Source: an optimization exercise on an open RTL-to-GDS flow (aim: small area and a short achievable clock period). Production flows keep margins and buffers that such runs may drop.
RTL that was checked went through simulation tests only; none was proved equivalent to the original.
For runs 1 and 2, only the layout was checked, not whether the RTL still works.
No activity file was given, so power comes from the tool's default toggle rates.

`config.mk`:
```
export PLATFORM = sky130hd
export DESIGN_NAME = resizer
export DESIGN_NICKNAME = resizer
export VERILOG_FILES = /design/flow/design.v
export SDC_FILE = /design/flow/constraint.sdc
export NUM_CORES = 4
export LEC_CHECK = 0
export CAP_MARGIN = 20
export CORE_MARGIN = 2
export CORE_UTILIZATION = 40
export SETUP_SLACK_MARGIN = 3.7
export SLEW_MARGIN = 20
export SYNTH_HIERARCHICAL = 1
```
`standard.sh`:
```
#!/bin/bash
# synth_recipe.tcl (not shown) runs the flow's synth.tcl, then flattens the netlist and writes it again
# the make line also repeats each setting of config.mk as NAME=value (left out here)
make -C /OpenROAD-flow-scripts/flow DESIGN_CONFIG=/design/flow/config.mk WORK_HOME=/design/flow/orfs CLKGATE_MAP_FILE= SYNTH_SCRIPT=/design/flow/synth_recipe.tcl "${@:-finish}"
```
`flow/run.sh`:
```
#!/bin/bash
# Standard ORFS layout (the standard.sh, unchanged synthesis), with two
# placement/CTS choices: plain buf_4 cells as the port buffers, and clock tree
# synthesis without dummy loads.  Each tool's output goes to its own log here.
set -uo pipefail
export BUFFER_PORTS_ARGS="-buffer_cell sky130_fd_sc_hd__buf_4"
export CTS_ARGS="-sink_clustering_enable -repair_clock_nets -dont_use_dummy_load -root_buf sky130_fd_sc_hd__clkbuf_16 -buf_list sky130_fd_sc_hd__clkbuf_16 -sink_clustering_buffer sky130_fd_sc_hd__clkbuf_16 -sink_clustering_size 24 -sink_clustering_max_diameter 100"
bash standard.sh synth > flow_synth.log 2>&1
bash standard.sh floorplan > flow_floorplan.log 2>&1
bash standard.sh place > flow_place.log 2>&1
bash standard.sh cts > flow_cts.log 2>&1
bash standard.sh route > flow_route.log 2>&1
bash standard.sh finish > flow_finish.log 2>&1
```
`constraint.sdc`:
```
create_clock -name core_clock -period 6.0 [get_ports {clk}]
set_input_delay 1.2000 -clock core_clock [delete_from_list [all_inputs] [get_ports {clk}]]
set_output_delay 1.2000 -clock core_clock [all_outputs]
set_load 0.01 [all_outputs]
```
`design.v`:
```
module rz_ao222n (
	input a0, b0, a1, b1, a2, b2,
	output y
);
assign y = ~((a0 & b0) | (a1 & b1) | (a2 & b2));
endmodule
module rz_read (
	input  [359:0] kd,       
	input  [23:0]  lb,       
	input  [10:0]  r,        
	output [11:0]  rd,
	output         rz        
);
wire [35:0] sel;
genvar s;
generate
for (s = 0; s < 36; s = s + 1) begin : dec
	assign sel[s] = r[5 + s/6] & r[3 + (s%6)/3] & r[s%3];
end
endgenerate
genvar b, g;
generate
for (b = 0; b < 12; b = b + 1) begin : bt
	if ((b % 6) == 1) begin : lastbit
		localparam integer OFF = (b / 6);       
		localparam integer I0 = (OFF == 0) ? 1 : 2;
		wire [3:0] y;
		for (g = 0; g < 4; g = g + 1) begin : grp
			rz_ao222n u (
				.a0(sel[I0 + 9*g]),     .b0(lb[(2*(I0 + 9*g)     + OFF) / 3]),
				.a1(sel[I0 + 9*g + 3]), .b1(lb[(2*(I0 + 9*g + 3) + OFF) / 3]),
				.a2(sel[I0 + 9*g + 6]), .b2(lb[(2*(I0 + 9*g + 6) + OFF) / 3]),
				.y(y[g]));
		end
		assign rd[b] = ~&y;
	end else begin : kdbit
		localparam integer OFF = (b / 6);
		localparam integer F = b % 6;
		localparam integer KB = (F == 0) ? 0 : F - 1;    
		wire [11:0] y;
		for (g = 0; g < 12; g = g + 1) begin : grp
			rz_ao222n u (
				.a0(sel[3*g]),   .b0(kd[5*(2*(3*g)   + OFF) + KB]),
				.a1(sel[3*g+1]), .b1(kd[5*(2*(3*g+1) + OFF) + KB]),
				.a2(sel[3*g+2]), .b2(kd[5*(2*(3*g+2) + OFF) + KB]),
				.y(y[g]));
		end
		assign rd[b] = ~&y;
	end
end
endgenerate
wire [35:0] z;
genvar i;
generate
for (i = 0; i < 36; i = i + 1) begin : zw
	if ((i % 3) == 1) begin : l0
		assign z[i] = kd[5*(2*i)] | (kd[5*(2*i+1)] & ~lb[(2*i)/3]);
	end else begin : nl0
		assign z[i] = kd[5*(2*i)] | kd[5*(2*i+1)];
	end
end
endgenerate
wire [11:0] yz;
generate
for (g = 0; g < 12; g = g + 1) begin : zg
	rz_ao222n u (
		.a0(sel[3*g]),   .b0(z[3*g]),
		.a1(sel[3*g+1]), .b1(z[3*g+1]),
		.a2(sel[3*g+2]), .b2(z[3*g+2]),
		.y(yz[g]));
end
endgenerate
assign rz = ~&yz;
endmodule
module rz_wen (
	input  [4:0]  w,
	input         wr,
	input         rst_q,
	output [23:0] en
);
genvar gs;
generate
for (gs = 0; gs < 24; gs = gs + 1) begin : slot
	assign en[gs] = rst_q | (wr & (w == gs));
end
endgenerate
endmodule
module rz_next (
	input  [4:0]  w,
	input         w23, wz,     
	input  [10:0] r,           
	input         r35,         
	input  [3:0]  d,
	input         dz, d1,      
	input         ov, uf, pu, rep, sev,
	input  [11:0] me,
	input  [1:0]  mk,
	input  [11:0] rd,
	input         rz,          
	output [4:0]  w_0, w_1,
	output        w23_0, w23_1, wz_0, wz_1,
	output [10:0] r_0, r_1,
	output        r35_0, r35_1,
	output [3:0]  d_0, d_1,
	output        dz_0, dz_1, d1_0, d1_1,
	output        ov_0, ov_1, uf_0, uf_1, pu_0, pu_1, rep_0, rep_1,
	output [1:0]  mk_0, mk_1,
	output        mv_0, mv_1, ml_0, ml_1
);
wire ow  = w[0];
wire or0 = r[0];
wire or1 = r[1];
wire or2 = r[2];
wire p1  = dz & (or2 | (or1 & ~ow)) | (d1 & or0 & ow);    
wire p2  = dz & ((or0 & ~ow) | (or1 & ow));               
wire p0  = dz & or0 & ~ow;                                
wire a   = sev & ~ov;
wire wrapw = w23 & a;
wire [4:0]  winc = w23 ? 5'd0 : w + 5'd1;
wire        w22  = (w == 5'd22);
wire [10:0] rinc;
assign rinc[2:0]  = {r[1:0], r[2]};
assign rinc[4:3]  = r[2] ? {r[3], r[4]} : r[4:3];
assign rinc[10:5] = (r[2] & r[4]) ? {r[9:5], r[10]} : r[10:5];
wire        r34  = r[10] & r[4] & r[1];
wire [3:0]  d_up = (d == 4'd11) ? 4'd0  : d + 4'd1;
wire [3:0]  d_dn = (d == 4'd0)  ? 4'd11 : d - 4'd1;
wire        d11  = (d == 4'd11);
wire        d2   = (d == 4'd2);
reg [4:0]  w_n [0:1];
reg [10:0] r_n [0:1];
reg [3:0]  d_n [0:1];
reg w23_n [0:1], wz_n [0:1], r35_n [0:1], dz_n [0:1], d1_n [0:1];
reg ov_n [0:1];
reg uf_n [0:1];
reg c1, c2, mer, ovx, ufx, wi, ri, wb, rb, up, dn;
integer k;
always @* begin
	for (k = 0; k < 2; k = k + 1) begin
		mer = (k == 1) & ~rep;
		c1 = p1 & ~(wrapw ^ (r35 & mer & ~uf));
		c2 = p2 & ~wz & ~wrapw;
		ovx = ov; ufx = uf;
		if (a) begin
			ufx = 1'b0;
			if (c1) ovx = 1'b1;
		end
		if (mer && !ufx) begin
			if (!c1) ovx = 1'b0;
			if (c2) ufx = 1'b1;
		end
		wi = sev & ~ovx;
		ri = mer & ~p0;
		wb = wi & ow;       
		rb = ri & or2;      
		up = rb & ~wb;
		dn = wb & ~rb;
		if (ufx) begin
			w_n[k] = 5'd0;  w23_n[k] = 1'b0; wz_n[k] = 1'b1;
			r_n[k] = 11'b000001_01_001; r35_n[k] = 1'b0;
			d_n[k] = 4'd0;  dz_n[k] = 1'b1;  d1_n[k] = 1'b0;
		end else begin
			w_n[k]   = wi ? winc : w;
			w23_n[k] = wi ? w22 : w23;
			wz_n[k]  = wi ? w23 : wz;
			r_n[k]   = ri ? rinc : r;
			r35_n[k] = ri ? r34 : r35;
			d_n[k]   = up ? d_up : dn ? d_dn : d;
			dz_n[k]  = up ? d11 : dn ? d1 : dz;
			d1_n[k]  = up ? dz : dn ? d2 : d1;
		end
		ov_n[k] = ufx ? 1'b0 : ovx;
		uf_n[k] = ufx;
	end
end
function [1:0] keep_res(input [11:0] e, input rp, input [1:0] pk);
	reg [1:0] la, ke;
	begin
		la = {e[7], e[1]};
		ke = {e[6], e[0]};
		if (la != 0)
			keep_res = rp ? ~pk : (((la - 2'd1) | la) & ke);
		else
			keep_res = ke;
	end
endfunction
wire u0 = uf | uf_n[0];
wire u1 = uf | uf_n[1];
wire [1:0] kr0 = keep_res(me, rep, mk);
assign w_0   = w_n[0];
assign w23_0 = w23_n[0];
assign wz_0  = wz_n[0];
assign r35_0 = r35_n[0];
assign dz_0  = dz_n[0];
assign d1_0  = d1_n[0];
assign w23_1 = w23_n[1];
assign wz_1  = wz_n[1];
assign r35_1 = r35_n[1];
assign dz_1  = dz_n[1];
assign d1_1  = d1_n[1];
assign r_0   = r_n[0];
assign d_0   = d_n[0];
assign ov_0  = ov_n[0];
assign uf_0  = uf_n[0];
assign pu_0  = u0;
assign rep_0 = ~rep & me[1] & ~me[7] & ~u0;
assign mk_0  = kr0;
assign mv_0  = ~(u0 & pu) & (kr0 != 2'd0);
assign ml_0  = ~rep & (me[1] | me[7]);
assign w_1   = w_n[1];
assign r_1   = r_n[1];
assign d_1   = d_n[1];
assign ov_1  = ov_n[1];
assign uf_1  = uf_n[1];
assign pu_1  = u1;
assign rep_1 = rd[1] & ~u1;
assign mk_1  = {rd[6] & ~rd[1], rd[0]};
assign mv_1  = ~(u1 & pu) & rz;
assign ml_1  = rd[1] | rd[7];
endmodule
module resizer (
	input clk,
	input rst,
	input s_valid_i,
	input s_last_i,
	input [2:0] s_keep_i,
	input [11:0] s_data_i,
	output wire s_ready_o,
	output m_valid_o,
	input m_ready_i,
	output m_last_o,
	output [1:0] m_keep_o,
	output [7:0] m_data_o
);
reg        sev;         
reg [15:0] se;          
always @(posedge clk) begin
	if (rst) begin
		sev <= 1'b0;
		se  <= 16'd0;
	end else begin
		sev <= s_valid_i;
		se  <= {s_last_i, s_data_i[11:8], s_keep_i[2], s_data_i[7:4], s_keep_i[1], s_data_i[3:0], s_keep_i[0]};
	end
end
reg rst_q;
always @(posedge clk) rst_q <= rst;
reg [4:0] w;        
reg w23, wz;        
reg [10:0] r;       
reg r35;            
reg [3:0] d;        
reg dz, d1;         
reg nov;            
reg uf;             
reg pu;             
reg rep;            
reg [11:0] me;      
reg [1:0]  mk;      
reg        mv, ml;
reg [359:0] kd;     
reg [23:0]  lb;     
wire [23:0] en;
rz_wen u_wen (.w(w), .wr(sev & nov), .rst_q(rst_q), .en(en));
genvar gs;
generate
for (gs = 0; gs < 24; gs = gs + 1) begin : slot
	always @(posedge clk) begin
		if (en[gs]) begin
			kd[15*gs +: 15] <= se[14:0];
			lb[gs]          <= se[15];
		end
	end
end
endgenerate
wire [11:0] rd;
wire        rz;
rz_read u_read (.kd(kd), .lb(lb), .r(r), .rd(rd), .rz(rz));
wire [4:0] w_0, w_1;
wire [10:0] r_0, r_1;
wire w23_0, w23_1, wz_0, wz_1, r35_0, r35_1, dz_0, dz_1, d1_0, d1_1;
wire [3:0] d_0, d_1;
wire ov_0, ov_1, uf_0, uf_1, pu_0, pu_1, rep_0, rep_1, mv_0, mv_1, ml_0, ml_1;
wire [1:0] mk_0, mk_1;
rz_next u_next (
	.w(w), .w23(w23), .wz(wz), .r(r), .r35(r35), .d(d), .dz(dz), .d1(d1), .ov(~nov), .uf(uf), .pu(pu), .rep(rep), .sev(sev),
	.me(me), .mk(mk), .rd(rd), .rz(rz),
	.w_0(w_0), .w_1(w_1), .r_0(r_0), .r_1(r_1), .d_0(d_0), .d_1(d_1),
	.w23_0(w23_0), .w23_1(w23_1), .wz_0(wz_0), .wz_1(wz_1), .r35_0(r35_0), .r35_1(r35_1),
	.dz_0(dz_0), .dz_1(dz_1), .d1_0(d1_0), .d1_1(d1_1),
	.ov_0(ov_0), .ov_1(ov_1), .uf_0(uf_0), .uf_1(uf_1), .pu_0(pu_0), .pu_1(pu_1),
	.rep_0(rep_0), .rep_1(rep_1), .mk_0(mk_0), .mk_1(mk_1),
	.mv_0(mv_0), .mv_1(mv_1), .ml_0(ml_0), .ml_1(ml_1));
wire mr = m_ready_i & ~rep;    
always @(posedge clk) begin
	if (rst) begin
		w <= 0; w23 <= 0; wz <= 1; r <= 11'd0; r35 <= 0; d <= 0; dz <= 1; d1 <= 0; nov <= 1; uf <= 1; pu <= 1; rep <= 0;
		mk <= 0; mv <= 0; ml <= 0;
	end else begin
		w   <= m_ready_i ? w_1   : w_0;
		w23 <= m_ready_i ? w23_1 : w23_0;
		wz  <= m_ready_i ? wz_1  : wz_0;
		r   <= m_ready_i ? r_1   : r_0;
		r35 <= m_ready_i ? r35_1 : r35_0;
		d   <= m_ready_i ? d_1   : d_0;
		dz  <= m_ready_i ? dz_1  : dz_0;
		d1  <= m_ready_i ? d1_1  : d1_0;
		nov <= m_ready_i ? ~ov_1 : ~ov_0;
		uf  <= m_ready_i ? uf_1  : uf_0;
		pu  <= m_ready_i ? pu_1  : pu_0;
		rep <= mr ? rep_1 : rep_0;
		mk  <= mr ? mk_1  : mk_0;
		mv  <= mr ? mv_1  : mv_0;
		ml  <= mr ? ml_1  : ml_0;
	end
end
always @(posedge clk) begin
	if (rst)
		me <= 12'd0;
	else
		me <= mr ? rd : me;
end
assign s_ready_o = nov;
assign m_valid_o = mv;
assign m_last_o  = ml;
assign m_keep_o  = mk;
assign m_data_o  = {me[11:8], me[5:2]};
endmodule
```
==> summary.md, run 1 <==
| Metric | Value |
|---|---|
| Synthesized area per cell | 15.6 sq um |
| CP endpoint kind | flop |
| Final Cell Area | 19700 sq um |
| Pins Over Slew Limit | 0 |
| Placed cells | 1735 |
| Layout Nets | 1215 |
| Via Count | 11.0k |
| Synth Cell Area | 17900 sq um |
| Period Utilization, post-route | 0.400 |
| First-pass GRT wire length | 67.5 mm |
| Flops & latches, synth | 447 |
| CTS tree | built |
| Commonest non-fill, non-tap cell in the layout | edfxtp_1 |
| Pleak | 6.61 nW |
| Die W | 215 um |
| Largest net degree at the start of global routing | 81 |
| IO Port Bufs | 32 |
| IO Pins | 33 |
| Worst Max-Slew Pin Slew | 1.14 ns |
| Fin. Hold Viols | 0 |
| Hold EP | me[8]$_SDFFE_PP0P_ |
| Hold WC Path Type | reg2reg |
| Routed vias/inst | 6.15 |
| Synthesis warning total | 18 |
| GPL Wtd Cong | 0.855 |
| Die height | 215 um |
| H-tree depth | 1 |
| Hold path start | me[8]$_SDFFE_PP0P_ |
| RSZ-0062 raised after global routing | yes |
| Post-synth top flop | edfxtp_1 |
| Yosys top cell by area | edfxtp_1 |
| Placed inst area | 18700 sq um |
| Crit path launch type | flop |
| Top cells by area, synth | edfxtp_1 65%, a222oi_1 7.8%, dfxtp_1 7.1% |
| Max cap viols | 0 |
| Status | complete, no violations |
| Remaining Overflow, GRT | 0 |
| Final Util | 0.446 |
| Core footprint | 44100 sq um |
| Setup slack at placement | 3.03 ns |
| Worst reg-to-reg setup slack | 3.60 ns |
| GRT Util Overall | 0.191 |
| RR Startpoint | r[2]$_SDFF_PP0_ |
| Synthesized instance count | 1144 |
| Sum Neg Setup Slack | 0 ns |
| Fraction of layout cells with a size suffix above 1 | 0.180 |
| DRT iter0 DRCs | 1741 |
| Final Hold Slack | 0.473 ns |
| Post-synth EDFFs | 384 |
| Max clock buf depth | 3 |
| Syn nets | 1169 |
| Non-filler cells, final | 1781 |
| Skew final | 0.0492 ns |
| CP Data Arrival Time | 2.81 ns |
| DRC Markers | 0 |
| Relative slew margins | 0.238 |
| Critical path fanouts, max | 14 |
| Setup WS post-layout | 3.60 ns |
| Row count | 77 |
| Synth async-reset ratio | 0 |
| Fmax | 417 MHz |
| Clk sink count | 447 |
| VDD IR max | 0.153 mV |
| Fin crit period | 2.40 ns |
| Clock insertion delay at the later pin of the skew report | 0.57 ns |
| Top-area cell type share of the netlist area | 0.646 |
| Routed WL per cell | 25.5 um |
| Kind of critical path | reg2reg |
| Clock-pin slew of the registers on the worst-case setup and hold paths | 0.09 ns |
| Area added between synthesis and finish | 10.1% |
| Worst Path Required | 6.41 ns |
| Die footprint | 46400 sq um |
| TritonCTS buffer count | 23 |
| Pwr dens | 284 nW/um^2 |
| Most frequent cells in the layout | 384 x edfxtp_1, 140 x a222oi_1, 64 x buf_4, 46 x nor2_1, 41 x dfxtp_1 |
| Vias in the first global route | 10.4k |
| Worst reg2reg path depth | 6 |
| Pre-Repair DR Iteration Count | 8 |
| Starting density of the core | 0.405 |
| Synth cell types | 73 |
| Endpoints failing setup | 0 |
| WHS Path Cells | 2 |
| WL final | 45.3 mm |
| Tot Pwr | 5.58 mW |
| Detailed Place HPWL | 28.8 mm |
| Remaining antenna violation count after routing | 0 |
| Post-synthesis sequential area ratio | 0.716 |
| Root buf cell | clkbuf_16 |
| Reg-to-reg endpoint | me[10]$_SDFFE_PP0P_ |
| Initial antenna violation count | 0 |
## registers in the layout, indices dropped and copies added (netlist names), 2 cells and up
signal  cells
w           5
d           4
lb         24
mk          2
r          11
me         12
se         16
kd        360
## what timing repair did
item,CTS,global route
pin swaps,31,28
cloned,1,0
resized for setup,79,16
endpoints found under the setup margin,63,86
hold buffers,0,0
setup buffers,12,9
## logic make-up (layout without fill, tap and decap cells)
group | Yosys count | after routing | synth area share
AO/OA/AOI/OAI | 267 | 267 | 0.128
XOR/XNOR | 2 | 2 | 0.000981
adder cells (fa/ha/maj) | 5 | 5 | 0.00350
buffers and inverters | 67 | 111 | 0.0202
flip-flops | 447 | 447 | 0.716
multiplexers | 35 | 35 | 0.0198
other | 0 | 1 | 0
AND/OR/NAND/NOR | 321 | 321 | 0.111
## how the worst max path moves through the flow
stage | endpoint | slack [ns] | start
5_1_grt | me[2]$_SDFFE_PP0P_ | 3.61 | r[10]$_SDFF_PP0_
4_1_cts | me[2]$_SDFFE_PP0P_ | 3.67 | r[2]$_SDFF_PP0_
6_report | me[10]$_SDFFE_PP0P_ | 3.60 | r[2]$_SDFF_PP0_
3_3_place_gp | r35$_SDFF_PP0_ | 3.02 | nov$_SDFF_PP1_
2_1_floorplan | kd[300]$_DFFE_PP_ | 3.98 | sev$_SDFF_PP0_
3_5_place_dp | nov$_SDFF_PP1_ | 3.03 | nov$_SDFF_PP1_
## Yosys cell counts, drive strengths merged, types with 17 or more instances
| cell | number |
|---|---|
| edfxtp | 384 |
| a222oi | 140 |
| dfxtp | 63 |
| nor2 | 47 |
| and3 | 38 |
| nand4 | 37 |
| o21ai | 36 |
| nand2 | 35 |
| mux2i | 33 |
| buf | 32 |
| nor2b | 31 |
| or2 | 29 |
| a21o | 25 |
| a21oi | 25 |
| nand2b | 25 |
| inv | 19 |
| nand3 | 17 |
| nand4bb | 17 |
## area by class of cell
cell class                      instances  area (sq um)
Clock buffer                           23           576
Antenna cell                            1          2.50
Tap cell                              592           741
Fill cell                            3869         24500
Timing Repair Buffer                   67           523
Timing Repair inverter                  1          7.51
Sequential cell                       447         12800
Multi-Input combinational cell        630          4890
Inverter                               20          78.8
## modules after synthesis, one instance, submodules excluded
| module | copies in the design | cell area (sq um) | cells inside |
|---|---|---|---|
| rz_ao222n | 140 | 10.0 | 1 |
| resizer | 1 | 13900 | 597 |
| rz_read | 1 | 836 | 135 |
| rz_wen | 1 | 319 | 41 |
| rz_next | 1 | 1440 | 231 |
## worst max-delay path, cell delays in order, from the launching register on
cell and delay (ns):
dfxtp_4 0.42, and3_4 0.26, a222oi_1 0.57, nand4_1 0.36, or3_1 0.46, nand4bb_1 0.11
o21ai_1 0.08
## where the power goes
group,switching (mW),leakage (nW),internal [mW],total [mW]
registers,0.120,4.26,3.61,3.73
clock network,0.912,0.283,0.685,1.60
logic,0.162,2.07,0.0855,0.248
## metal layers
metal / GRT usage / part of all wire / up-vias
met4: 0.0510 / 0.028 / 0
met5: 0 / 0 / -
met2: 0.279 / 0.43 / 453
met3: 0.0293 / 0.075 / 54
li1: - / - / 4844
met1: 0.294 / 0.46 / 5607
==> inputs of run 2 (changes only) <==
--- a/flow/run.sh
+++ b/flow/run.sh
@@ -6,3 +6,3 @@
 export BUFFER_PORTS_ARGS="-buffer_cell sky130_fd_sc_hd__buf_4"
-export CTS_ARGS="-sink_clustering_enable -repair_clock_nets -dont_use_dummy_load -root_buf sky130_fd_sc_hd__clkbuf_16 -buf_list sky130_fd_sc_hd__clkbuf_16 -sink_clustering_buffer sky130_fd_sc_hd__clkbuf_16 -sink_clustering_size 24 -sink_clustering_max_diameter 100"
+export CTS_ARGS="-sink_clustering_enable -repair_clock_nets -dont_use_dummy_load -root_buf sky130_fd_sc_hd__clkbuf_16 -buf_list sky130_fd_sc_hd__clkbuf_8 -sink_clustering_buffer sky130_fd_sc_hd__clkbuf_8 -sink_clustering_size 16 -sink_clustering_max_diameter 70"
 bash standard.sh synth > flow_synth.log 2>&1
==> run 2 against run 1 <==
  * Still clean
  * Maximum frequency increased by 0.76%
  * Register-to-register slack improved by 0.02 ns
  * Sequential share of layout area increased by 0.13 points
  * Clock power decreased by 3%
  * Via count increased by 1.0%
  * Critical path depth unchanged
  * Final cell count increased by 0.56%
  * Sequential cell count unchanged
  * Sequential power about the same
  * Clock skew increased by 0.0074 ns
==> summary.md, run 2 <==
| Metric | Value |
|---|---|
| Worst path cell trace | and3_4 -> a222oi_1 -> nand4_1 -> or3_1 -> nand4bb_1 -> o21ai_1 |
| Final Hold Slack | 0.473 ns |
| Kind of critical path | reg2reg |
| Post-synthesis sequential area ratio | 0.716 |
| Synth Cell Area | 17900 sq um |
| Count leader, synth | edfxtp_1 |
| Max clock buf depth | 3 |
| Skew final | 0.0566 ns |
| Critical path fanouts, max | 21 |
| CP delay by family, top | simple AND/OR/NAND/NOR gates |
| Top cells by area, synth | edfxtp_1 65%, a222oi_1 7.8%, dfxtp_1 7.1% |
| Top-area cell type share of the netlist area | 0.646 |
| Period Utilization, post-route | 0.397 |
| Worst reg2reg path depth | 6 |
| WL final | 45.8 mm |
| Synth cell types | 73 |
| Sum Neg Setup Slack | 0 ns |
| Net Sw Frac | 0.220 |
| Relative slew margins | 0.248 |
| Fmax | 420 MHz |
| P_sw | 1.21 mW |
| Crit path launch type | flop |
| Slowest stage delay, CP | 0.57 ns |
| Starting density of the core | 0.405 |
| Vias in the first global route | 10.6k |
| H-tree depth | 2 |
| DRC Markers | 0 |
| Via Count | 11.1k |
| Clk sink count | 447 |
| Routed WL per cell | 25.6 um |
| Remaining antenna violation count after routing | 0 |
| Reg-to-reg endpoint | me[10]$_SDFFE_PP0P_ |
| IO Pins | 33 |
| Die W | 215 um |
| VDD IR max | 0.162 mV |
| Detailed Place HPWL | 28.8 mm |
| Largest reg by FF count | kd |
| Hold WC Path Type | reg2reg |
| Pleak | 6.60 nW |
| Top Registers | kd x360, lb x24, se x16 |
| Pwr dens | 282 nW/um^2 |
| Synthesis warning total | 18 |
| Row count | 77 |
| Worst setup path endpoint | me[10]$_SDFFE_PP0P_ |
| Clock power frac | 0.280 |
| RR Startpoint | r[3]$_SDFF_PP0_ |
| TritonCTS buffer count | 36 |
| # hold bufs at CTS | 0 |
| Routed vias/inst | 6.18 |
| Largest net degree at the start of global routing | 81 |
| WHS Path Cells | 2 |
| Endpoints failing setup | 0 |
| GRT Util Overall | 0.194 |
| Fin. Hold Viols | 0 |
| RSZ-0062 raised after global routing | yes |
| Fin crit period | 2.38 ns |
| IO Port Bufs | 32 |
| Initial antenna violation count | 0 |
| DRT iter0 DRCs | 1678 |
| Root buf cell | clkbuf_16 |
| Post-synth EDFFs | 384 |
| Most frequent cells in the layout | 384 x edfxtp_1, 140 x a222oi_1, 60 x buf_4, 46 x nor2_1, 43 x dfxtp_1 |
| Pins Over Slew Limit | 0 |
| Pre-Repair DR Iteration Count | 7 |
| Critical Path Source | r[3]$_SDFF_PP0_ |
| Synth async-reset ratio | 0 |
| CP Data Arrival Time | 2.74 ns |
| Worst Max-Slew Pin Slew | 1.13 ns |
| Commonest non-fill, non-tap cell in the layout | edfxtp_1 |
| Fill count | 3912 |
| Flops & latches, synth | 447 |
| Clock-pin slew of the registers on the worst-case setup and hold paths | 0.10 ns |
| Yosys top cell by area | edfxtp_1 |
| Comb power frac | 0.045 |
| GPL Wtd Cong | 0.855 |
| Slowest cell on the critical path | a222oi_1 |
| CP endpoint kind | flop |
| Internal | 4.31 mW |
| Die height | 215 um |
| Clock insertion delay at the later pin of the skew report | 0.54 ns |
| Fraction of layout cells with a size suffix above 1 | 0.185 |
| Area added between synthesis and finish | 9.85% |
| Worst path depth | 6 |
| CTS tree | built |
| Die footprint | 46400 sq um |
| Sequential share of power | 0.675 |
| Post-synth top flop | edfxtp_1 |
| Worst Path Required | 6.36 ns |
| Max cap viols | 0 |
| Synth cell count leaders | 384 x edfxtp_1, 140 x a222oi_1, 63 x dfxtp_1 |
| First-pass GRT wire length | 68.0 mm |
| Status | complete, no violations |
| Max FFs per register | 360 |
| Remaining Overflow, GRT | 0 |
| Tot Pwr | 5.53 mW |
| Syn nets | 1169 |
| Worst reg-to-reg setup slack | 3.62 ns |
| Synthesized area per cell | 15.6 sq um |
| Synthesized instance count | 1144 |
| CP Buf/Inv Count | 0 |
| Layout Nets | 1225 |
| Core footprint | 44100 sq um |
## run 2: how the worst min path moves through the flow
stage                                  start                  to  slack [ns]
after global placement    me[0]$_SDFFE_PP0P_  me[0]$_SDFFE_PP0P_        0.46
after detailed placement  me[8]$_SDFFE_PP0P_  me[8]$_SDFFE_PP0P_        0.46
after CTS                 me[8]$_SDFFE_PP0P_  me[8]$_SDFFE_PP0P_        0.48
after global routing      me[9]$_SDFFE_PP0P_  me[9]$_SDFFE_PP0P_        0.51
after floorplan           me[6]$_SDFFE_PP0P_  me[6]$_SDFFE_PP0P_        0.44
final                     me[8]$_SDFFE_PP0P_  me[8]$_SDFFE_PP0P_        0.47
## run 2: routing by layer
layer	up-vias	track usage	routed length (um)
li1	4852	-	-
met1	5693	0.290	21000
met2	455	0.278	19900
met3	70	0.0361	3430
met4	0	0.0749	1430
met5	-	0	0
## run 2: per-module statistics from Yosys (local to each module, per instance)
module,flops+latches,copies in the design,cells,area (sq um)
resizer,447,1,597,13900
rz_ao222n,0,140,1,10.0
rz_next,0,1,231,1440
rz_read,0,1,135,836
rz_wen,0,1,41,319
## run 2: repair_timing
item / in CTS / in global routing
setup endpoints to repair: 62 / 58
buffers inserted: 12 / 6
gates cloned: 1 / 0
pin swaps: 28 / 32
gates resized for setup: 72 / 24
## run 2: final cells by class
| cell class | instances | area, sq um | area share |
|---|---|---|---|
| clock buffer | 36 | 552 | 0.0281 |
| antenna | 1 | 2.50 | 0.000128 |
| timing repair buffer | 64 | 507 | 0.0258 |
| inverter | 20 | 78.8 | 0.00402 |
| timing repair inverter | 1 | 7.51 | 0.000383 |
| tap | 592 | 741 | 0.0378 |
| multi-input combinational | 630 | 4890 | 0.249 |
| sequential | 447 | 12800 | 0.655 |
## run 2: power groups by stage
stage	sequential, mW	clock (mW)	combinational (mW)
finish	3.73	1.55	0.246
global route	3.76	1.70	0.264
CTS	3.73	1.60	0.239
detailed placement	3.80	0	0.228
global placement	3.80	0	0.226
floorplan	3.75	0	0.156
## run 2: worst reg2reg max path, delay by kind of cell (launching register included)
kind / cells / cell delay [ns]
AND/OR/NAND/NOR: 4 / 1.14
AO/OA/AOI/OAI: 2 / 0.64
flip-flops: 1 / 0.44
## run 2: kinds of logic after synthesis
logic type / count (synthesis) / share of synthesized area
AO/OA/AOI/OAI: 267 / 0.128
buffers and inverters: 67 / 0.0202
flip-flops: 447 / 0.716
XOR/XNOR: 2 / 0.000981
multiplexers: 35 / 0.0198
AND/OR/NAND/NOR: 321 / 0.111
adder cells (fa/ha/maj): 5 / 0.00350
## run 2: stage by stage
step	worst slack (ns)	util	cells	cell area, sq um
2_1_floorplan	3.98	-	1144	17900
3_3_place_gp	3.02	0.423	1735	18700
3_5_place_dp	3.03	0.423	1735	18700
4_1_cts	3.69	0.442	1784	19500
5_1_grt	3.63	0.445	1790	19600
6_report	3.62	0.445	1791	19600
==> inputs of run 3 (changes only) <==
--- a/design.v
+++ b/design.v
@@ -6,2 +6,21 @@
 endmodule
+module rz_nand2 (input a, b, output y);
+assign y = ~(a & b);
+endmodule
+module rz_nor3 (input a, b, c, output y);
+assign y = ~(a | b | c);
+endmodule
+module rz_or12n (input [11:0] y, output o);
+wire [5:0] p;
+wire [1:0] n;
+genvar i;
+generate
+for (i = 0; i < 6; i = i + 1) begin : l1
+	rz_nand2 u (.a(y[2*i]), .b(y[2*i+1]), .y(p[i]));
+end
+endgenerate
+rz_nor3 u_n0 (.a(p[0]), .b(p[1]), .c(p[2]), .y(n[0]));
+rz_nor3 u_n1 (.a(p[3]), .b(p[4]), .c(p[5]), .y(n[1]));
+rz_nand2 u_o (.a(n[0]), .b(n[1]), .y(o));
+endmodule
 module rz_read (
@@ -47,3 +66,3 @@
 		end
-		assign rd[b] = ~&y;
+		rz_or12n u_or (.y(y), .o(rd[b]));
 	end
@@ -72,3 +91,3 @@
 endgenerate
-assign rz = ~&yz;
+rz_or12n u_orz (.y(yz), .o(rz));
 endmodule
==> run 3 against run 2 <==
  * Still clean
  * Cell area increased by 0.59%
  * Setup slack improved by 0.084 ns
  * Via count increased by 2.6%
  * Synthesized area increased by 1.4%
==> summary.md, run 3 <==
| Metric | Value |
|---|---|
| Non-filler cells, final | 1836 |
| Skew final | 0.0604 ns |
| Post-synthesis sequential area ratio | 0.706 |
| Clock power frac | 0.281 |
| Synth Cell Area | 18100 sq um |
| CP Buf/Inv Count | 1 |
| Vias in the first global route | 10.8k |
| VDD IR max | 0.127 mV |
| CP Data Arrival Time | 2.70 ns |
| Max cap viols | 0 |
| Die footprint | 47000 sq um |
| Endpoints failing setup | 0 |
| Synth cell count leaders | 384 x edfxtp_1, 140 x a222oi_1, 112 x nand2_1 |
| Initial antenna violation count | 1 |
| IO Pins | 33 |
| Max FFs per register | 360 |
| Synthesized instance count | 1199 |
| GPL Wtd Cong | 0.868 |
| Pwr dens | 280 nW/um^2 |
| Status | complete, no violations |
| Comb power frac | 0.042 |
| Clock insertion delay at the later pin of the skew report | 0.53 ns |
| Fin crit period | 2.30 ns |
| Critical path fanouts, max | 18 |
| Pins Over Slew Limit | 0 |
| Largest net degree at the start of global routing | 81 |
| Routed WL per cell | 25.6 um |
| Sum Neg Setup Slack | 0 ns |
| Core footprint | 44400 sq um |
| Remaining Overflow, GRT | 0 |
| Area of the multi-input gates | 5100 sq um |
| Net Sw Frac | 0.221 |
| Final Hold Slack | 0.474 ns |
| Top-area cell type share of the netlist area | 0.637 |
| Fin. Hold Viols | 0 |
| Worst Path Required | 6.40 ns |
| Die W | 217 um |
| CP endpoint kind | flop |
| Final Cell Area | 19700 sq um |
| Clk sink count | 447 |
| Internal | 4.31 mW |
| Count leader, synth | edfxtp_1 |
| Top cells by area, synth | edfxtp_1 64%, a222oi_1 7.7%, dfxtp_1 7.0% |
| Top Registers | kd x360, lb x24, se x16 |
| DRC Markers | 0 |
| Fmax | 435 MHz |
| Syn nets | 1224 |
| WL final | 47.1 mm |
| Max clock buf depth | 3 |
| TritonCTS buffer count | 36 |
| Pre-Repair DR Iteration Count | 8 |
| Clock-pin slew of the registers on the worst-case setup and hold paths | 0.11 ns |
| Flops & latches, synth | 447 |
| Crit path launch type | flop |
| Worst path cell trace | and3_1 -> a222oi_1 -> nand4_1 -> buf_4 -> or2_2 -> nand4bb_1 -> o21ai_0 |
| Synth async-reset ratio | 0 |
| CTS tree | built |
| Post-synth top flop | edfxtp_1 |
| Most frequent cells in the layout | 384 x edfxtp_1, 140 x a222oi_1, 106 x nand2_1, 53 x buf_4, 46 x nor2_1 |
| Tot Pwr | 5.53 mW |
| First-pass GRT wire length | 70.0 mm |
| Via Count | 11.4k |
| Placed cells | 1789 |
| Synthesized area per cell | 15.1 sq um |
| Synth cell types | 73 |
| Layout Nets | 1271 |
| Area added between synthesis and finish | 8.97% |
| GRT Util Overall | 0.199 |
| Routed vias/inst | 6.18 |
| Fraction of layout cells with a size suffix above 1 | 0.188 |
| Detailed Place HPWL | 29.1 mm |
| Antenna fix cells | 0 |
| Sequential share of power | 0.677 |
| DRT iter0 DRCs | 1815 |
| Die height | 217 um |
| Placed inst area | 18900 sq um |
| Slowest cell on the critical path | a222oi_1 |
| Root buf cell | clkbuf_16 |
| Relative slew margins | 0.262 |
| Starting density of the core | 0.408 |
| RSZ-0062 raised after global routing | yes |
| Period Utilization, post-route | 0.383 |
| CP delay by family, top | simple AND/OR/NAND/NOR gates |
| IO Port Bufs | 32 |
| Slowest stage delay, CP | 0.52 ns |
| Fill count | 3885 |
| Remaining antenna violation count after routing | 0 |
| Yosys top cell by area | edfxtp_1 |
| Post-synth EDFFs | 384 |
| Kind of critical path | reg2reg |
| # hold bufs at CTS | 0 |
| H-tree depth | 2 |
| P_sw | 1.23 mW |
| Synthesis warning total | 18 |
| Commonest non-fill, non-tap cell in the layout | edfxtp_1 |
| Largest reg by FF count | kd |
| Hold WC Path Type | reg2reg |
| Reg area | 12800 sq um |
| Pleak | 6.95 nW |
| Worst Max-Slew Pin Slew | 1.10 ns |
| Row count | 77 |
run 3: changes by cell type in the layout (fill, tap and decap cells not counted), moves of 5 or more:
cell / change
a21o_1: -5
a21o_2: +5
and3_1: +7
and3_4: -11
buf_4: -7
dfxtp_2: +7
nand2_1: +73
nand4_1: -33
nor3_2: +17
nor3_4: +5
or3_1: -6
or3_4: -5
run 3: layer usage:
layer  global-route usage  share of wire
met1                0.303           0.45
met2                0.285           0.43
met3               0.0370          0.089
met4               0.0692          0.028
met5                    0              0
run 3: metrics by stage:
| step | util | setup slack (ns) |
|---|---|---|
| after detailed placement | 0.426 | 3.12 |
| final | 0.444 | 3.70 |
| after global routing | 0.444 | 3.60 |
| after global placement | 0.425 | 3.13 |
| after floorplan | - | 3.98 |
| after CTS | 0.442 | 3.68 |
run 3: worst register-to-register path, stage by stage, from the launching register on:
cell and delay, ns:
dfxtp_2 0.44, and3_1 0.40, a222oi_1 0.52, nand4_1 0.15, buf_4 0.19, or2_2 0.30
nand4bb_1 0.10, o21ai_0 0.09
run 3: power by group through the flow:
stage | sequential [mW] | clock (mW) | combinational, mW
floorplan | 3.75 | 0 | 0.158
global placement | 3.81 | 0 | 0.220
detailed placement | 3.81 | 0 | 0.223
CTS | 3.74 | 1.61 | 0.230
global route | 3.77 | 1.71 | 0.251
finish | 3.74 | 1.56 | 0.232
run 3: worst paths after layout:
check	from	to	slack, ns	depth (start not counted)
hold reg to reg	me[0]$_SDFFE_PP0P_	me[0]$_SDFFE_PP0P_	0.47	2
setup / recovery	r[1]$_SDFF_PP0_	ml$_SDFF_PP0_	3.70	7
hold / removal	me[0]$_SDFFE_PP0P_	me[0]$_SDFFE_PP0P_	0.47	2
setup reg to reg	r[1]$_SDFF_PP0_	ml$_SDFF_PP0_	3.70	7
run 3: timing repair:
item                       in CTS  in global routing
setup endpoints to repair     111                155
pin swaps                      10                 18
cloned                          1                  0
buffers inserted                8                  2
resized for setup              41                 36
run 3: logic make-up after synthesis:
kind of cell | synth area share
flops | 0.706
simple gates | 0.123
compound gates | 0.127
buf+inv | 0.0207
mux | 0.0195
fa+ha+maj | 0.00345
xor+xnor | 0.000967
run 3: layout make-up:
type                       count  area share
sequential                   447       0.651
multi-input combinational    685       0.258
tap                          592      0.0375
clock buffer                  36      0.0280
timing repair buffer          55      0.0213
inverter                      20     0.00399
timing repair inverter         1    0.000380
run 3: Yosys stat by module (local to each module, per instance), excerpt:
module	cells inside	cell area (sq um)	flip-flops and latches	times used
rz_nand2	1	3.75	0	77
rz_next	231	1440	0	1
resizer	597	13900	447	1
rz_nor3	1	10.0	0	22
rz_read	91	578	0	1
rz_wen	41	319	0	1
rz_ao222n	1	10.0	0	140
==> inputs of run 4 (changes only) <==
--- a/config.mk
+++ b/config.mk
@@ -9,4 +9,4 @@
 export CORE_MARGIN = 2
-export CORE_UTILIZATION = 40
-export SETUP_SLACK_MARGIN = 3.7
+export CORE_UTILIZATION = 70
+export SETUP_SLACK_MARGIN = 3.8
 export SLEW_MARGIN = 20
==> run 4 against run 3 <==
  * Critical path depth fell by 1
  * Global-route usage rose by 13 points
  * Total power fell by 1.0%
  * Maximum frequency fell by 0.94%
  * Register-to-register slack got worse by 0.02 ns
  * Sequential cell count did not move
  * Combinational power barely moved
  * First-iteration DRC count rose by 23%
  * Critical path type unchanged
==> summary.md, run 4 <==
| Metric | Value |
|---|---|
| Status | complete, no violations |
| H-tree depth | 2 |
| Period Utilization, post-route | 0.386 |
| Fin crit period | 2.32 ns |
| Synthesis warning total | 18 |
| Sum Neg Setup Slack | 0 ns |
| Internal | 4.30 mW |
| Max cap viols | 0 |
| Synthesized area per cell | 15.1 sq um |
| Routed WL per cell | 27.8 um |
| Synth cell types | 73 |
| Initial antenna violation count | 0 |
| Pre-Repair DR Iteration Count | 9 |
| Hold WC Path Type | reg2reg |
| Clk sink count | 447 |
| Die W | 165 um |
| Comb power frac | 0.043 |
| Pleak | 6.99 nW |
| IO Port Bufs | 32 |
| Clock-pin slew of the registers on the worst-case setup and hold paths | 0.10 ns |
| Die footprint | 27200 sq um |
| Root buf cell | clkbuf_16 |
| DRC Markers | 0 |
| Skew final | 0.0583 ns |
| Flops & latches, synth | 447 |
| Worst Path Required | 6.38 ns |
| TritonCTS buffer count | 35 |
| Synth cell count leaders | 384 x edfxtp_1, 140 x a222oi_1, 112 x nand2_1 |
| CTS tree | built |
| Via Count | 11.6k |
| Reg-to-reg endpoint | ml$_SDFF_PP0_ |
| Core footprint | 25300 sq um |
| RSZ-0062 raised after global routing | yes |
| Synth Cell Area | 18100 sq um |
| Net Sw Frac | 0.215 |
| Antenna fix cells | 0 |
| Worst Max-Slew Pin Slew | 1.13 ns |
| Layout Nets | 1278 |
| Pwr dens | 280 nW/um^2 |
| Remaining Overflow, GRT | 0 |
| CP endpoint kind | flop |
| Top-area cell type share of the netlist area | 0.637 |
| Remaining antenna violation count after routing | 0 |
| Max FFs per register | 360 |
| Crit path launch type | flop |
| Pins Over Slew Limit | 0 |
| DRT iter0 DRCs | 2235 |
| Post-synth EDFFs | 384 |
| Max clock buf depth | 3 |
| Hold path start | me[6]$_SDFFE_PP0P_ |
| Post-synthesis sequential area ratio | 0.706 |
| Fin. Hold Viols | 0 |
| Relative slew margins | 0.244 |
| Row count | 58 |
| Vias in the first global route | 10.8k |
| Largest reg by FF count | kd |
| Count leader, synth | edfxtp_1 |
| Commonest non-fill, non-tap cell in the layout | edfxtp_1 |
| Post-synth top flop | edfxtp_1 |
| Fraction of layout cells with a size suffix above 1 | 0.199 |
| Detailed Place HPWL | 26.7 mm |
| Top Registers | kd x360, lb x24, se x16 |
| Kind of critical path | reg2reg |
| Clock insertion delay at the later pin of the skew report | 0.52 ns |
| P_sw | 1.18 mW |
| First-pass GRT wire length | 65.0 mm |
| Starting density of the core | 0.715 |
| Die height | 165 um |
| Most frequent cells in the layout | 384 x edfxtp_1, 140 x a222oi_1, 108 x nand2_1, 56 x buf_4, 46 x nor2_1 |
| Clock power frac | 0.273 |
| Area added between synthesis and finish | 8.12% |
| Synthesized instance count | 1199 |
| Setup slack at placement | 2.96 ns |
| Worst reg2reg path depth | 6 |
| Worst reg-to-reg setup slack | 3.68 ns |
| VDD IR max | 0.234 mV |
| Routed vias/inst | 7.31 |
| GPL Wtd Cong | 0.878 |
| RR Startpoint | r[2]$_SDFF_PP0_ |
| Hold EP | me[6]$_SDFFE_PP0P_ |
| Endpoints failing setup | 0 |
| Yosys top cell by area | edfxtp_1 |
| GRT Util Overall | 0.326 |
| WL final | 43.9 mm |
| Fmax | 431 MHz |
| Synth async-reset ratio | 0 |
| Critical path fanouts, max | 17 |
| CP Data Arrival Time | 2.69 ns |
| Syn nets | 1224 |
| IO Pins | 33 |
| WHS Path Cells | 2 |
| Setup WS post-layout | 3.68 ns |
| Largest net degree at the start of global routing | 81 |
| Top cells by area, synth | edfxtp_1 64%, a222oi_1 7.7%, dfxtp_1 7.0% |
| Sequential share of power | 0.684 |
run 4: how the worst max path moves through the flow:
stage | startpoint | cells past startpoint | to | slack, ns
after floorplan | sev$_SDFF_PP0_ | 3 | kd[300]$_DFFE_PP_ | 3.98
final | r[2]$_SDFF_PP0_ | 6 | ml$_SDFF_PP0_ | 3.68
after detailed placement | r[4]$_SDFF_PP0_ | 6 | ml$_SDFF_PP0_ | 2.96
after CTS | r[4]$_SDFF_PP0_ | 7 | ml$_SDFF_PP0_ | 3.65
after global routing | r[3]$_SDFF_PP0_ | 7 | ml$_SDFF_PP0_ | 3.64
after global placement | r[4]$_SDFF_PP0_ | 6 | ml$_SDFF_PP0_ | 3.02
run 4: routing by layer:
| layer | share of wire | GRT usage | vias to the layer above |
|---|---|---|---|
| met5 | 0 | 0 | - |
| met2 | 0.45 | 0.505 | 837 |
| met3 | 0.13 | 0.0542 | 83 |
| li1 | - | - | 4951 |
| met4 | 0.025 | 0.0838 | 0 |
| met1 | 0.39 | 0.493 | 5685 |
run 4: per-stage QoR:
stage	hold slack [ns]	instances	instance area [sq um]	util	total power, mW
after floorplan	0.439	1199	18100	-	3.91
after global placement	0.454	1525	18500	0.732	4.02
after detailed placement	0.454	1525	18600	0.733	4.03
after CTS	0.470	1569	19300	0.762	5.48
after global routing	0.492	1581	19600	0.773	5.63
final	0.469	1581	19600	0.773	5.48
run 4: logic make-up after synthesis:
family,synth area share
buffers and inverters,0.0207
flip-flops,0.706
AO/OA/AOI/OAI,0.127
adder cells (fa/ha/maj),0.00345
XOR/XNOR,0.000967
AND/OR/NAND/NOR,0.123
multiplexers,0.0195
run 4: cell type report:
class,count,area (sq um)
Timing Repair Buffer,63,528
Tap cell,330,413
Inverter,20,78.8
Fill cell,1531,5740
Sequential cell,447,12800
Clock buffer,35,538
Multi-Input combinational cell,685,5170
Timing Repair inverter,1,7.51
run 4: Yosys stat by module, one instance, submodules excluded, excerpt:
module     copies in the design  flip-flops and latches  cells inside
rz_next                       1                       0           231
resizer                       1                     447           597
rz_read                       1                       0            91
rz_wen                        1                       0            41
rz_nor3                      22                       0             1
rz_ao222n                   140                       0             1
rz_nand2                     77                       0             1
run 4: power by group through the flow:
stage                     Sequential [mW]  Clock [mW]  Combinational [mW]
after floorplan                      3.75           0               0.158
after global placement               3.80           0               0.211
after detailed placement             3.82           0               0.215
after CTS                            3.75        1.51               0.224
after global routing                 3.77        1.61               0.250
final                                3.75        1.49               0.233
run 4: critical path: stages, from the launching register on:
cell and delay, ns:
dfxtp_4 0.45, and3_2 0.36, a222oi_1 0.59, nand4_1 0.28, or2_2 0.34, nand4bb_1 0.09, o21ai_0 0.09
run 4: what timing repair did:
item | CTS | global route
endpoints found under the setup margin | 96 | 219
cloned | 1 | 0
pin swaps | 6 | 26
hold buffers | 0 | 0
setup buffers | 8 | 12
gates resized for setup | 53 | 52
==> inputs of run 5 (changes only) <==
--- a/config.mk
+++ b/config.mk
@@ -9,4 +9,4 @@
 export CORE_MARGIN = 2
-export CORE_UTILIZATION = 70
-export SETUP_SLACK_MARGIN = 3.8
+export CORE_UTILIZATION = 60
+export SETUP_SLACK_MARGIN = 4.0
 export SLEW_MARGIN = 20
==> run 5 against run 4 <==
  * Still clean
  * Maximum frequency grew 2.8%
  * Utilization is 9.1 points lower
  * Combinational power rose by 18%
  * Sequential power is essentially flat
  * Non-clock buffer count grew 30
  * Clock-buffer cell count is 1 lower
  * Largest power group unchanged
==> summary.md, run 5 <==
| Metric | Value |
|---|---|
| Status | complete, no violations |
| Post-synth EDFFs | 384 |
| Syn nets | 1224 |
| Largest net degree at the start of global routing | 81 |
| GPL Wtd Cong | 0.852 |
| Synthesized area per cell | 15.1 sq um |
| Synth cell types | 73 |
| Detailed Place HPWL | 27.2 mm |
| Most frequent cells in the layout | 384 x edfxtp_1, 140 x a222oi_1, 106 x nand2_1, 62 x buf_4, 45 x nor2_1 |
| Pins Over Slew Limit | 0 |
| CTS tree | built |
| Count leader, synth | edfxtp_1 |
| Remaining antenna violation count after routing | 0 |
| Period Utilization, post-route | 0.376 |
| Worst Path Required | 6.37 ns |
| Fill count | 2027 |
| Routed vias/inst | 6.87 |
| Fin crit period | 2.25 ns |
| Initial antenna violation count | 0 |
| Core footprint | 29700 sq um |
| Top Registers | kd x360, lb x24, se x16 |
| Endpoints failing setup | 0 |
| Fraction of layout cells with a size suffix above 1 | 0.246 |
| Relative slew margins | 0.312 |
| Area of the multi-input gates | 5420 sq um |
| Pre-Repair DR Iteration Count | 8 |
| Clock insertion delay at the later pin of the skew report | 0.49 ns |
| Antenna fix cells | 0 |
| Row count | 63 |
| Skew final | 0.0515 ns |
| Vias in the first global route | 10.8k |
| Post-synthesis sequential area ratio | 0.706 |
| CP endpoint kind | flop |
| Layout Nets | 1309 |
| CP Data Arrival Time | 2.63 ns |
| Clk sink count | 447 |
| Commonest non-fill, non-tap cell in the layout | edfxtp_1 |
| Routed WL per cell | 27.4 um |
| Area added between synthesis and finish | 11.9% |
| WL final | 45.8 mm |
| Synthesized instance count | 1199 |
| Fin. Hold Viols | 0 |
| Die footprint | 31600 sq um |
| Placed inst area | 18600 sq um |
| DRC Markers | 0 |
| Slowest stage delay, CP | 0.66 ns |
| Final Cell Area | 20300 sq um |
| Largest reg by FF count | kd |
| First-pass GRT wire length | 67.3 mm |
| # hold bufs at CTS | 0 |
| IO Port Bufs | 32 |
| Hold WC Path Type | reg2reg |
| Final Util | 0.682 |
| Slowest cell on the critical path | a222oi_1 |
| Worst path cell trace | and3_4 -> a222oi_1 -> nand4_1 -> or2_4 -> nand4bb_1 -> o21ai_0 |
| Reg area | 12900 sq um |
| Worst Max-Slew Pin Slew | 1.03 ns |
| IO Pins | 33 |
| Die W | 178 um |
| Top cells by area, synth | edfxtp_1 64%, a222oi_1 7.7%, dfxtp_1 7.0% |
| Pwr dens | 271 nW/um^2 |
| Final Hold Slack | 0.472 ns |
| Sum Neg Setup Slack | 0 ns |
| VDD IR max | 0.245 mV |
| Synthesis warning total | 18 |
| Yosys top cell by area | edfxtp_1 |
| Critical path fanouts, max | 21 |
| Kind of critical path | reg2reg |
| Tot Pwr | 5.49 mW |
| Clock-pin slew of the registers on the worst-case setup and hold paths | 0.09 ns |
| Remaining Overflow, GRT | 0 |
| Pleak | 7.19 nW |
| GRT Util Overall | 0.291 |
| Flops & latches, synth | 447 |
| Via Count | 11.5k |
| Synth async-reset ratio | 0 |
| Die height | 178 um |
| Root buf cell | clkbuf_16 |
| RSZ-0062 raised after global routing | yes |
| H-tree depth | 2 |
| Crit path launch type | flop |
| Starting density of the core | 0.610 |
| Synth cell count leaders | 384 x edfxtp_1, 140 x a222oi_1, 112 x nand2_1 |
| Max FFs per register | 360 |
| Post-synth top flop | edfxtp_1 |
| Max clock buf depth | 3 |
| DRT iter0 DRCs | 1859 |
| TritonCTS buffer count | 34 |
| Top-area cell type share of the netlist area | 0.637 |
| Fmax | 444 MHz |
| Max cap viols | 0 |
| Synth Cell Area | 18100 sq um |
==> run 5: cell count changes in the layout (fill, tap and decap cells not counted), moves of 4 or more <==
cell,change
a21oi_1,-10
and3_2,-10
and3_4,+9
buf_6,+21
a21o_1,-4
a21o_2,-5
buf_4,+6
a21o_4,+9
dfxtp_2,+8
dfxtp_1,-10
a21oi_2,+10
==> run 5: critical path, delay by kind of cell (launching register included) <==
family,cells,cell delay [ns]
AOI/OAI and AO/OA,2,0.74
DFF,1,0.44
and+or+nand+nor,4,0.96
==> run 5: layout make-up <==
type | instances | share of cell area
clock buffer | 34 | 0.0259
inverter | 20 | 0.00389
multi-input combinational | 686 | 0.268
sequential | 447 | 0.635
tap | 390 | 0.0241
timing repair buffer | 93 | 0.0430
timing repair inverter | 2 | 0.000741
==> run 5: repair_timing <==
item                                    CTS  global route
pin swaps                                55            50
buffers inserted                         38             9
endpoints found under the setup margin  282           366
gates resized for setup                 159            37
gates cloned                              4             0
==> run 5: path summary, 6_finish.rpt <==
kind                  startpoint             endpoint  slack, ns  cells past startpoint
max              r[3]$_SDFF_PP0_        ml$_SDFF_PP0_       3.75                      6
min          me[10]$_SDFFE_PP0P_  me[10]$_SDFFE_PP0P_       0.47                      2
max reg2reg      r[3]$_SDFF_PP0_        ml$_SDFF_PP0_       3.75                      6
min reg2reg  me[10]$_SDFFE_PP0P_  me[10]$_SDFFE_PP0P_       0.47                      2
==> run 5: power breakdown <==
part           total, mW  internal [mW]  switching (mW)  leakage [nW]
combinational      0.275          0.101           0.174          2.65
sequential          3.73           3.61           0.123          4.26
clock               1.48          0.588           0.892         0.270
==> run 5: per-module statistics from Yosys (local to each module, per instance), excerpt <==
module	cell area, sq um	copies in the design	cells inside
rz_next	1440	1	231
rz_nand2	3.75	77	1
rz_wen	319	1	41
rz_read	578	1	91
rz_nor3	10.0	22	1
resizer	13900	1	597
rz_ao222n	10.0	140	1
==> run 5: metal layers <==
layer | part of all wire | wire length, um | vias to the layer above | track usage
met5 | 0 | 0 | - | 0
met4 | 0.031 | 1410 | 0 | 0.0915
met3 | 0.095 | 4350 | 88 | 0.0529
met2 | 0.44 | 20000 | 604 | 0.427
met1 | 0.44 | 20000 | 5767 | 0.444
li1 | - | - | 5033 | -
==> run 5: cells by family after synthesis <==
family          synth area share
compound gates             0.127
xor+xnor                0.000967
fa+ha+maj                0.00345
buf+inv                   0.0207
flops                      0.706
mux                       0.0195
simple gates               0.123
==> run 5: through the flow <==
step	setup WS [ns]	instances
6_report	3.75	1672
5_1_grt	3.71	1672
4_1_cts	3.81	1663
3_5_place_dp	3.10	1587
3_3_place_gp	3.10	1587
2_1_floorplan	3.98	1199
==> inputs of run 6 (changes only) <==
--- a/config.mk
+++ b/config.mk
@@ -10,3 +10,3 @@
 export CORE_UTILIZATION = 60
-export SETUP_SLACK_MARGIN = 4.0
+export SETUP_SLACK_MARGIN = 3.7
 export SLEW_MARGIN = 20
==> run 6 against run 5 <==
  * Critical path depth up 3
  * Combinational power is 15% lower
  * Critical path type unchanged
  * Sequential share of layout area grew 2.5 points
  * Clock skew is essentially flat
  * Wire length decreased by 2.9%
  * Via count decreased by 2.1%
  * Largest power group unchanged
  * Clock power is essentially flat
  * Critical endpoint is now mv$_SDFF_PP0_
  * Still clean on timing, DRC and antenna
  * Setup slack got worse by 0.067 ns
  * Utilization is 2.8 points lower
==> summary.md, run 6 <==
| Metric | Value |
|---|---|
| Worst reg-to-reg setup slack | 3.68 ns |
| Detailed Place HPWL | 27.2 mm |
| Core footprint | 29700 sq um |
| Post-synthesis sequential area ratio | 0.706 |
| Max clock buf depth | 3 |
| Flops & latches, synth | 447 |
| Most frequent cells in the layout | 384 x edfxtp_1, 140 x a222oi_1, 110 x nand2_1, 53 x buf_4, 46 x nor2_1 |
| Synthesized instance count | 1199 |
| Fin. Hold Viols | 0 |
| Relative slew margins | 0.302 |
| Synthesized area per cell | 15.1 sq um |
| DRC Markers | 0 |
| Initial antenna violation count | 0 |
| Synth async-reset ratio | 0 |
| Non-filler cells, final | 1632 |
| Fill count | 2117 |
| Crit path launch type | flop |
| VDD IR max | 0.246 mV |
| Final Cell Area | 19400 sq um |
| Period Utilization, post-route | 0.387 |
| Main combinational cell family by area after synthesis | compound AO/OA/AOI/OAI gates |
| Synth cell types | 73 |
| Fin crit period | 2.32 ns |
| Critical path fanouts, max | 13 |
| Clock-pin slew of the registers on the worst-case setup and hold paths | 0.10 ns |
| Hold WC Path Type | reg2reg |
| Max FFs per register | 360 |
| Area added between synthesis and finish | 7.36% |
| CP Data Arrival Time | 2.70 ns |
| Post-synthesis simple-gate area fraction | 0.123 |
| Top Registers | kd x360, lb x24, se x16 |
| Status | complete, no violations |
| Placed inst area | 18600 sq um |
| Kind of critical path | reg2reg |
| Comb power frac | 0.043 |
| Commonest non-fill, non-tap cell in the layout | edfxtp_1 |
| Pleak | 6.94 nW |
| Worst Path Required | 6.38 ns |
| Syn nets | 1224 |
| Pwr dens | 280 nW/um^2 |
| Synth Cell Area | 18100 sq um |
| Fmax | 431 MHz |
| CTS tree | built |
| Top-area cell type share of the netlist area | 0.637 |
| Vias in the first global route | 10.6k |
| Antenna fix cells | 0 |
| Internal | 4.28 mW |
| DRT iter0 DRCs | 1763 |
| Post-synthesis mux area share | 0.0195 |
| TritonCTS buffer count | 34 |
| WL final | 44.4 mm |
| Clk sink count | 447 |
| CP endpoint kind | flop |
| Die W | 178 um |
| Pre-Repair DR Iteration Count | 8 |
| Worst Max-Slew Pin Slew | 1.05 ns |
| RSZ-0062 raised after global routing | yes |
| First-pass GRT wire length | 65.5 mm |
| Die height | 178 um |
| Routed vias/inst | 6.89 |
| Count leader, synth | edfxtp_1 |
| Layout Nets | 1269 |
| Xor/xnor share of the synthesized area | 0.000967 |
| Post-Synth Adder-Cell Area | 0.00345 |
| Routed WL per cell | 27.2 um |
| Sum Neg Setup Slack | 0 ns |
| Via Count | 11.2k |
| Net Sw Frac | 0.215 |
| Pins Over Slew Limit | 0 |
| Die footprint | 31600 sq um |
| Synth cell count leaders | 384 x edfxtp_1, 140 x a222oi_1, 112 x nand2_1 |
| H-tree depth | 2 |
| IO Port Bufs | 32 |
| Root buf cell | clkbuf_16 |
| Clock insertion delay at the later pin of the skew report | 0.49 ns |
| Sequential share of power | 0.686 |
| Remaining antenna violation count after routing | 0 |
| Placed cells | 1587 |
| Fraction of layout cells with a size suffix above 1 | 0.180 |
| GPL Wtd Cong | 0.852 |
| GRT Util Overall | 0.283 |
| Clock power frac | 0.272 |
| Max cap viols | 0 |
| IO Pins | 33 |
| Remaining Overflow, GRT | 0 |
| Endpoints failing setup | 0 |
| Yosys top cell by area | edfxtp_1 |
| Skew final | 0.0511 ns |
| Complex-gate fraction of the synthesized area | 0.127 |
| Top cells by area, synth | edfxtp_1 64%, a222oi_1 7.7%, dfxtp_1 7.0% |
| Largest reg by FF count | kd |
| Post-synth EDFFs | 384 |
| Largest net degree at the start of global routing | 81 |
| Starting density of the core | 0.610 |
| Post-synth top flop | edfxtp_1 |
| Synthesis warning total | 18 |
| Row count | 63 |
| P_sw | 1.17 mW |
## run 6: logic make-up (layout without fill, tap and decap cells)
kind of cell               Yosys count  count (layout)
buffers and inverters               67             110
and+or+nand+nor                    376             376
adders and majority gates            5               5
DFF                                447             447
muxes                               35              35
xor gates and xnor gates             2               2
AOI/OAI and AO/OA                  267             267
## run 6: worst max-delay path, cell delays in order (launching register included)
cell	delay (ns)
dfxtp_4	0.41
buf_4	0.16
and3_2	0.27
a222oi_1	0.40
nand2_1	0.20
nor3_2	0.28
nand2_1	0.15
a21boi_0	0.16
nand4bb_1	0.11
o21ai_1	0.07
## run 6: metrics by stage
stage | setup slack (ns) | total power [mW] | utilization | hold WS [ns]
2_1_floorplan | 3.98 | 3.91 | - | 0.439
3_3_place_gp | 3.10 | 4.02 | 0.627 | 0.456
3_5_place_dp | 3.10 | 4.03 | 0.627 | 0.457
4_1_cts | 3.65 | 5.48 | 0.650 | 0.472
5_1_grt | 3.65 | 5.63 | 0.654 | 0.495
6_report | 3.68 | 5.45 | 0.654 | 0.467
## run 6: modules after synthesis, one instance, submodules excluded, a selection
module / cell area [sq um] / copies in the design / flops+latches
rz_wen: 319 / 1 / 0
rz_nand2: 3.75 / 77 / 0
rz_read: 578 / 1 / 0
rz_next: 1440 / 1 / 0
rz_nor3: 10.0 / 22 / 0
rz_ao222n: 10.0 / 140 / 0
resizer: 13900 / 1 / 447
## run 6: power groups by stage
stage	combinational (mW)	clock, mW	sequential (mW)
floorplan	0.158	0	3.75
global placement	0.222	0	3.80
detailed placement	0.224	0	3.81
CTS	0.230	1.51	3.74
global route	0.254	1.62	3.76
finish	0.234	1.48	3.74
## run 6: worst paths after layout
path,cells past startpoint,to,start
max,9,mv$_SDFF_PP0_,r[4]$_SDFF_PP0_
min,2,me[10]$_SDFFE_PP0P_,me[10]$_SDFFE_PP0P_
max reg2reg,9,mv$_SDFF_PP0_,r[4]$_SDFF_PP0_
min reg2reg,2,me[10]$_SDFFE_PP0P_,me[10]$_SDFFE_PP0P_
## run 6: cell type report
| class | instances | area (sq um) | share of cell area |
|---|---|---|---|
| Timing Repair inverter | 1 | 7.51 | 0.000386 |
| Sequential cell | 447 | 12800 | 0.660 |
| Clock buffer | 34 | 524 | 0.0270 |
| Tap cell | 390 | 488 | 0.0251 |
| Multi-Input combinational cell | 685 | 5090 | 0.262 |
| Timing Repair Buffer | 55 | 432 | 0.0222 |
| Inverter | 20 | 78.8 | 0.00405 |
## run 6: what timing repair did
item / in CTS / in global routing
cloned: 1 / 0
hold buffers: 0 / 0
pin swaps: 6 / 21
hold endpoints to repair: 0 / 0
setup endpoints to repair: 67 / 77
buffers inserted: 6 / 4
gates resized for setup: 37 / 31
## run 6: metal layers
layer  wire length (um)  GRT usage  vias to the layer above
met3               4440     0.0583                       74
li1                   -          -                     4935
met1              19400      0.430                     5659
met2              19300      0.409                      578
met4               1290     0.0936                        0
met5                  0          0                        -

[what the ideal ports hide]
In the flow no input, the clock included, has a driving cell. The finished layouts below were timed again as built, in two steps.
Step 1, drivers: a clkbuf_16 drives clk and a buf_2 each remaining input, both assumed.
Step 2 adds t to the input delays and takes it off the output delays; t is the mean of the earliest and latest rising clock arrival at the registers after step 1. Input paths then give back, and output paths get back, about the clock's delay inside the block.
a / b / c = ideal ports / drivers / drivers and shift; a / b = the first two.
run	t, ns	slack for setup (ns)	worst register clock-pin slew, ns	pins driven straight from the clock port
run 1	0.595	3.601 / 3.601 / 3.314	0.10 / 0.10	1
run 2	0.568	3.619 / 3.619 / 3.319	0.10 / 0.10	1
run 3	0.566	3.703 / 3.684 / 3.286	0.11 / 0.11	1
run 4	0.542	3.682 / 3.682 / 3.374	0.10 / 0.10	1
run 5	0.537	3.746 / 3.746 / 3.589	0.10 / 0.10	1
run 6	0.535	3.679 / 3.679 / 3.413	0.10 / 0.10	1
After both steps setup and hold are still met in every run listed. For run 3, which loses most, drivers alone change the setup slack by -0.019 ns; drivers and shift together by -0.417 ns.
